From an optimization exercise on the open Yosys and OpenROAD flow, aimed at small area, a short achievable clock period and few clock cycles per item; shortcuts taken in it are not production practice. RTL that was checked went through simulation tests only; none was proved equivalent to the original. Power and IR drop assume default switching activity.

==> inputs of build 7 <==
==> flow/design.v <==
`timescale 1ns / 1ps 
`timescale 1ns / 1ps
 `timescale 1ns / 1ps 
module muldiv#(parameter XLEN = 32)
(
    input                   clk_i,
    input                   rst_i,
    input  [XLEN-1 : 0]     a_i,
    input  [XLEN-1 : 0]     b_i,
    input                   req_i,
    input  [ 2 : 0]         operation_sel_i,
    output [XLEN-1 : 0]     muldiv_result_o,
    output reg              ready_o
);
reg st_idle, st_mul, st_corr, st_norm, st_div, st_rcor, st_fix, st_done;
reg  [4:0]  cnt;       
reg  [32:0] acc_hi;    
reg  [31:0] acc_lo;    
reg  [32:0] opd;       
reg         corr;      
reg         negq;      
reg         negr;      
reg         is_rem, out_hi;
reg  [5:0]  la, lb;    
reg c_one1, c_two1, c_neg1, c_one2, c_two2, c_neg2;
reg c_z0, c_z1, c_cz, c_cin;
wire [2:0] op = operation_sel_i;
wire is_div  = op[2];
wire a_sgn   = (op == 3'd1) | (op == 3'd2) | (op == 3'd4) | (op == 3'd6);
wire b_sgn   = (op == 3'd1) | (op == 3'd4) | (op == 3'd6);
wire a_neg   = a_sgn & a_i[31];
wire b_neg   = b_sgn & b_i[31];
wire b_zero  = (b_i == 32'b0);
wire [36:0] m1x = {{4{opd[32]}}, opd};
wire [36:0] m2x = {{3{opd[32]}}, opd, 1'b0};
wire [36:0] pp1 = ({37{c_one1}} & m1x | {37{c_two1}} & m2x) ^ {37{c_neg1}};
wire [36:0] pp2 = ({37{c_one2}} & m1x | {37{c_two2}} & m2x) ^ {37{c_neg2}};
wire [36:0] row_x = {{4{acc_hi[32]}}, acc_hi};
wire [36:0] row_y = pp1;
wire [36:0] row_z = {pp2[34:0], c_z1, c_z0};
wire [36:0] csa_s = row_x ^ row_y ^ row_z;
wire [36:0] csa_c = {(row_x[35:0] & row_y[35:0]) | (row_x[35:0] & row_z[35:0]) |
                     (row_y[35:0] & row_z[35:0]), c_cz};
wire [37:0] tsum  = {csa_s, c_cin} + {csa_c, c_cin};
wire [36:0] T     = tsum[37:1];
wire        t_neg = T[36];
function [2:0] booth;
    input [2:0] x;
    booth = {x[2], x[1] ^ x[0], (x[2] & ~x[1] & ~x[0]) | (~x[2] & x[1] & x[0])};
endfunction
function [5:0] bitlen;
    input [31:0] x;
    integer i;
    begin
        bitlen = 6'd0;
        for (i = 0; i < 32; i = i + 1)
            if (x[i]) bitlen = i + 1;
    end
endfunction
wire [5:0]  nq = la + {5'd0, negr} - lb;   
wire        q_zero = negq ? t_neg : nq[5];
wire [32:0] dnorm = opd << nq[4:0];
wire        last = (cnt == 5'd0);
wire start     = (st_idle | st_done) & req_i;
wire mul_end   = st_mul & last;
wire norm_end  = st_norm & q_zero;
wire div_end   = st_div & last;
wire rcor_next = div_end & is_rem & t_neg;
wire fix_next  = (norm_end | (div_end & ~(is_rem & t_neg)) | st_rcor) & is_rem & negr;
wire done_next = (start & is_div & b_zero) | (mul_end & ~corr) | st_corr |
                 ((norm_end | (div_end & ~(is_rem & t_neg)) | st_rcor) &
                  ~(is_rem & negr)) | st_fix;
always @(posedge clk_i)
begin
    if (rst_i) begin
        st_idle <= 1'b1;
        st_mul  <= 1'b0;
        st_corr <= 1'b0;
        st_norm <= 1'b0;
        st_div  <= 1'b0;
        st_rcor <= 1'b0;
        st_fix  <= 1'b0;
        st_done <= 1'b0;
        ready_o <= 1'b0;
    end
    else begin
        st_idle <= (st_idle | st_done) & ~req_i;
        st_mul  <= (start & ~is_div) | (st_mul & ~last);
        st_corr <= mul_end & corr;
        st_norm <= start & is_div & ~b_zero;
        st_div  <= (st_norm & ~q_zero) | (st_div & ~last);
        st_rcor <= rcor_next;
        st_fix  <= fix_next;
        st_done <= done_next;
        ready_o <= done_next;
    end
end
always @(posedge clk_i)
begin
    is_rem <= op[1];
    negq   <= (a_neg ^ b_neg) & ~b_zero & ~op[1];
    negr   <= a_neg & ~b_zero;
    corr   <= ~b_sgn & b_i[31] & (op[1:0] != 2'b00);
    out_hi <= st_fix ? 1'b0 : is_div ? op[1] : (op[1:0] != 2'b00);
    la     <= bitlen({a_i[31] & ~a_sgn, a_i[30:0] ^ a_i[31:1]});
    lb     <= bitlen({b_i[31] & ~b_sgn, b_i[30:0] ^ b_i[31:1]} | 32'd1);
end
always @(posedge clk_i)
begin
    if (st_mul)
        acc_hi <= T[36:4];
    else if (st_corr | st_norm | st_div | st_rcor)
        acc_hi <= T[32:0];
    else
        acc_hi <= is_div ? {1'b0, a_i ^ {32{a_neg & ~b_zero}}} : 33'b0;
    if (st_mul)
        acc_lo <= {T[3:0], acc_lo[31:4]};
    else if (st_div)
        acc_lo <= {acc_lo[30:0], ~t_neg ^ negq};
    else if (st_norm)
        acc_lo <= {32{negq & ~q_zero}};
    else if (st_fix)
        acc_lo <= ~T[31:0];             
    else
        acc_lo <= is_div ? 32'hffffffff : b_i;
    if (st_norm)
        opd <= dnorm;
    else if (st_div & ~last)
        opd <= {opd[32], opd[32:1]};
    else if (st_div | st_rcor)
        opd <= opd;
    else
        opd <= is_div ? {b_neg, b_i} : {a_neg, a_i};
    if (st_norm)
        cnt <= nq[4:0];
    else if (st_mul | st_div)
        cnt <= cnt - 5'd1;
    else
        cnt <= 5'd7;
end
always @(posedge clk_i)
begin
    {c_one1, c_two1, c_neg1, c_one2, c_two2, c_neg2} <= 6'b0;
    {c_z0, c_z1, c_cz, c_cin} <= 4'b0;
    if (st_idle | st_done) begin
        if (!is_div) begin
            {c_neg1, c_one1, c_two1} <= booth({b_i[1:0], 1'b0});
            {c_neg2, c_one2, c_two2} <= booth(b_i[3:1]);
            c_z0  <= b_i[1];
            c_z1  <= b_i[3];
            c_cz  <= b_i[3];
            c_cin <= b_i[3];
        end
        else begin
            c_one1 <= (a_neg ^ b_neg) & ~op[1];
            c_neg1 <= (a_neg ^ b_neg) & ~op[1] & ~b_neg;
            c_z0   <= (a_neg ^ b_neg) & ~op[1] & ~b_neg;
            c_cz   <= a_neg;
        end
    end
    else if (st_mul) begin
        if (!last) begin
            {c_neg1, c_one1, c_two1} <= booth(acc_lo[5:3]);
            {c_neg2, c_one2, c_two2} <= booth(acc_lo[7:5]);
            c_z0  <= acc_lo[5];
            c_z1  <= acc_lo[7];
            c_cz  <= acc_lo[7];
            c_cin <= acc_lo[7];
        end
        else
            c_one1 <= 1'b1;             
    end
    else if (st_norm & ~q_zero) begin
        c_one1 <= 1'b1;                 
        c_neg1 <= ~opd[32];
        c_z0   <= ~opd[32];
    end
    else if ((st_div & ~last) | rcor_next) begin
        c_one1 <= 1'b1;                 
        c_neg1 <= t_neg ~^ opd[32];
        c_z0   <= t_neg ~^ opd[32];
    end
    else if (st_norm | st_div | st_rcor)
        c_neg1 <= 1'b1;                 
end
assign muldiv_result_o = out_hi ? acc_hi[31:0] : acc_lo;
endmodule
==> flow/run.sh <==
#!/bin/bash
# synth_recipe.tcl (not shown) runs the flow's synth.tcl, then flattens the netlist and writes it again
# the make line also repeats each setting of config.mk as NAME=value (left out here)
make -C /OpenROAD-flow-scripts/flow DESIGN_CONFIG=/design/flow/config.mk WORK_HOME=/design/flow/orfs CLKGATE_MAP_FILE= SYNTH_SCRIPT=/design/flow/synth_recipe.tcl finish
==> flow/config.mk <==
export PLATFORM = sky130hd
export DESIGN_NAME = muldiv
export DESIGN_NICKNAME = muldiv
export VERILOG_FILES = /design/flow/design.v
export SDC_FILE = /design/flow/constraint.sdc
export NUM_CORES = 4
export LEC_CHECK = 0
export CAP_MARGIN = 20
export CORE_MARGIN = 2
export CORE_UTILIZATION = 40
export PLACE_DENSITY = 0.6
export SETUP_SLACK_MARGIN = 4.2
export SLEW_MARGIN = 20
==> flow/constraint.sdc <==
create_clock -name core_clock -period 8.5 [get_ports {clk_i}]
set_input_delay 1.7000 -clock core_clock [delete_from_list [all_inputs] [get_ports {clk_i}]]
set_output_delay 1.7000 -clock core_clock [all_outputs]
set_load 0.01 [all_outputs]
==> trial 72 (differences from build 7) <==
--- a/flow/design.v
+++ b/flow/design.v
@@ -21,6 +21,8 @@
 reg         negq;      
 reg         negr;      
 reg         is_rem, out_hi;
+reg         out_inv;   
+reg         out_zero;  
 reg  [5:0]  la, lb;    
 reg c_one1, c_two1, c_neg1, c_one2, c_two2, c_neg2;
 reg c_z0, c_z1, c_cz, c_cin;
@@ -101,7 +103,9 @@
     negq   <= (a_neg ^ b_neg) & ~b_zero & ~op[1];
     negr   <= a_neg & ~b_zero;
     corr   <= ~b_sgn & b_i[31] & (op[1:0] != 2'b00);
-    out_hi <= st_fix ? 1'b0 : is_div ? op[1] : (op[1:0] != 2'b00);
+    out_hi <= is_div ? op[1] : (op[1:0] != 2'b00);
+    out_inv <= st_fix;
+    out_zero <= st_norm;     
     la     <= bitlen({a_i[31] & ~a_sgn, a_i[30:0] ^ a_i[31:1]});
     lb     <= bitlen({b_i[31] & ~b_sgn, b_i[30:0] ^ b_i[31:1]} | 32'd1);
 end
@@ -109,7 +113,7 @@
 begin
     if (st_mul)
         acc_hi <= T[36:4];
-    else if (st_corr | st_norm | st_div | st_rcor)
+    else if (st_corr | st_norm | st_div | st_rcor | st_fix)
         acc_hi <= T[32:0];
     else
         acc_hi <= is_div ? {1'b0, a_i ^ {32{a_neg & ~b_zero}}} : 33'b0;
@@ -118,18 +122,14 @@
     else if (st_div)
         acc_lo <= {acc_lo[30:0], ~t_neg ^ negq};
     else if (st_norm)
-        acc_lo <= {32{negq & ~q_zero}};
-    else if (st_fix)
-        acc_lo <= ~T[31:0];             
+        acc_lo <= {32{negq}};
     else
         acc_lo <= is_div ? 32'hffffffff : b_i;
     if (st_norm)
         opd <= dnorm;
     else if (st_div & ~last)
         opd <= {opd[32], opd[32:1]};
-    else if (st_div | st_rcor)
-        opd <= opd;
-    else
+    else                                 
         opd <= is_div ? {b_neg, b_i} : {a_neg, a_i};
     if (st_norm)
         cnt <= nq[4:0];
@@ -183,5 +183,6 @@
     else if (st_norm | st_div | st_rcor)
         c_neg1 <= 1'b1;                 
 end
-assign muldiv_result_o = out_hi ? acc_hi[31:0] : acc_lo;
+assign muldiv_result_o = out_hi ? acc_hi[31:0] ^ {32{out_inv}} :
+                         acc_lo & {32{~out_zero}};
 endmodule
--- a/flow/config.mk
+++ b/flow/config.mk
@@ -7,7 +7,7 @@
 export LEC_CHECK = 0
 export CAP_MARGIN = 20
 export CORE_MARGIN = 2
-export CORE_UTILIZATION = 40
-export PLACE_DENSITY = 0.6
+export CORE_UTILIZATION = 55
+export PLACE_DENSITY = 0.75
 export SETUP_SLACK_MARGIN = 4.2
 export SLEW_MARGIN = 20
==> trial 47 (differences from build 7) <==
--- a/flow/design.v
+++ b/flow/design.v
@@ -127,9 +127,7 @@
         opd <= dnorm;
     else if (st_div & ~last)
         opd <= {opd[32], opd[32:1]};
-    else if (st_div | st_rcor)
-        opd <= opd;
-    else
+    else                                 
         opd <= is_div ? {b_neg, b_i} : {a_neg, a_i};
     if (st_norm)
         cnt <= nq[4:0];
--- a/flow/config.mk
+++ b/flow/config.mk
@@ -7,7 +7,7 @@
 export LEC_CHECK = 0
 export CAP_MARGIN = 20
 export CORE_MARGIN = 2
-export CORE_UTILIZATION = 40
-export PLACE_DENSITY = 0.6
-export SETUP_SLACK_MARGIN = 4.2
+export CORE_UTILIZATION = 55
+export PLACE_DENSITY = 0.75
+export SETUP_SLACK_MARGIN = 4.4
 export SLEW_MARGIN = 20
==> comparison table <==
metric                                                          trial 72                   build 7                  trial 47
Run status                                                finished clean            finished clean            finished clean
Routability congestion estimate                                    1.028                     1.008                     1.023
Horizontal extent of the die                                    164.0 µm                  194.0 µm                  162.0 µm
Clock sink count                                                     138                       136                       136
Starting density of the core                                      55.93%                    40.60%                    56.31%
Register area                                                   2795 µm²                  3083 µm²                  2803 µm²
Xor/xnor share of the synthesized area                            12.06%                    9.279%                    10.32%
Post-Synthesis Net Count                                            2021                      2002                      1982
Multi-input combinational gate total                                1488                      1460                      1436
Grt met2 use                                                      59.00%                    46.69%                    61.03%
Commonest non-fill, non-tap cell in the layout  sky130_fd_sc_hd__o21ai_0  sky130_fd_sc_hd__nand2_1  sky130_fd_sc_hd__nand2_1
WL met2                                                         22.44 mm                  26.11 mm                  24.18 mm
Power per Cell Area                                         386.3 nW/µm²              415.7 nW/µm²              472.9 nW/µm²
Crit Path Class                                   register to output pin      register to register      register to register
Testbench counts of trial 72, summed over its fixed seeds: cycles 30,308, ops 3,200.
Testbench counts of trial 47, summed over its fixed seeds: cycles 30,308, ops 3,200.
The RTL of build 7 was laid out without a check of its function.

-- port drivers added, routing unchanged --
How much do the figures lean on ideal ports? The routed layouts below were timed once more, with nothing changed but the port constraints. Step 1: set_driving_cell puts a clkbuf_16 on clk_i and a buf_2 on each other input, an assumption about the parent block. Step 2 adds t to the input delays and takes it off the output delays; t is the mean of the earliest and latest rising clock arrival at the registers after step 1. Input paths then give back, and output paths get back, about the clock's delay inside the block. a / b / c = no drivers / after step 1 / after step 2; a / b = the first two.
run | shift t [ns] | setup WS [ns] | worst setup path after step 2 | latest minus earliest clock arrival (ns) | slew at the worst register clock pin (ns)
build 7 | 0.502 | 4.096 / 4.096 / 3.756 | input to register | 0.019 / 0.019 | 0.08 / 0.08
trial 72 | 0.493 | 4.337 / 4.286 / 3.927 | input to register | 0.021 / 0.021 | 0.08 / 0.08
trial 47 | 0.489 | 4.351 / 4.351 / 3.943 | input to register | 0.016 / 0.016 | 0.07 / 0.07
After both steps every run listed still meets setup and hold. The setup slack of trial 72, which loses most, moves by -0.051 ns with the drivers and by -0.410 ns with both steps.
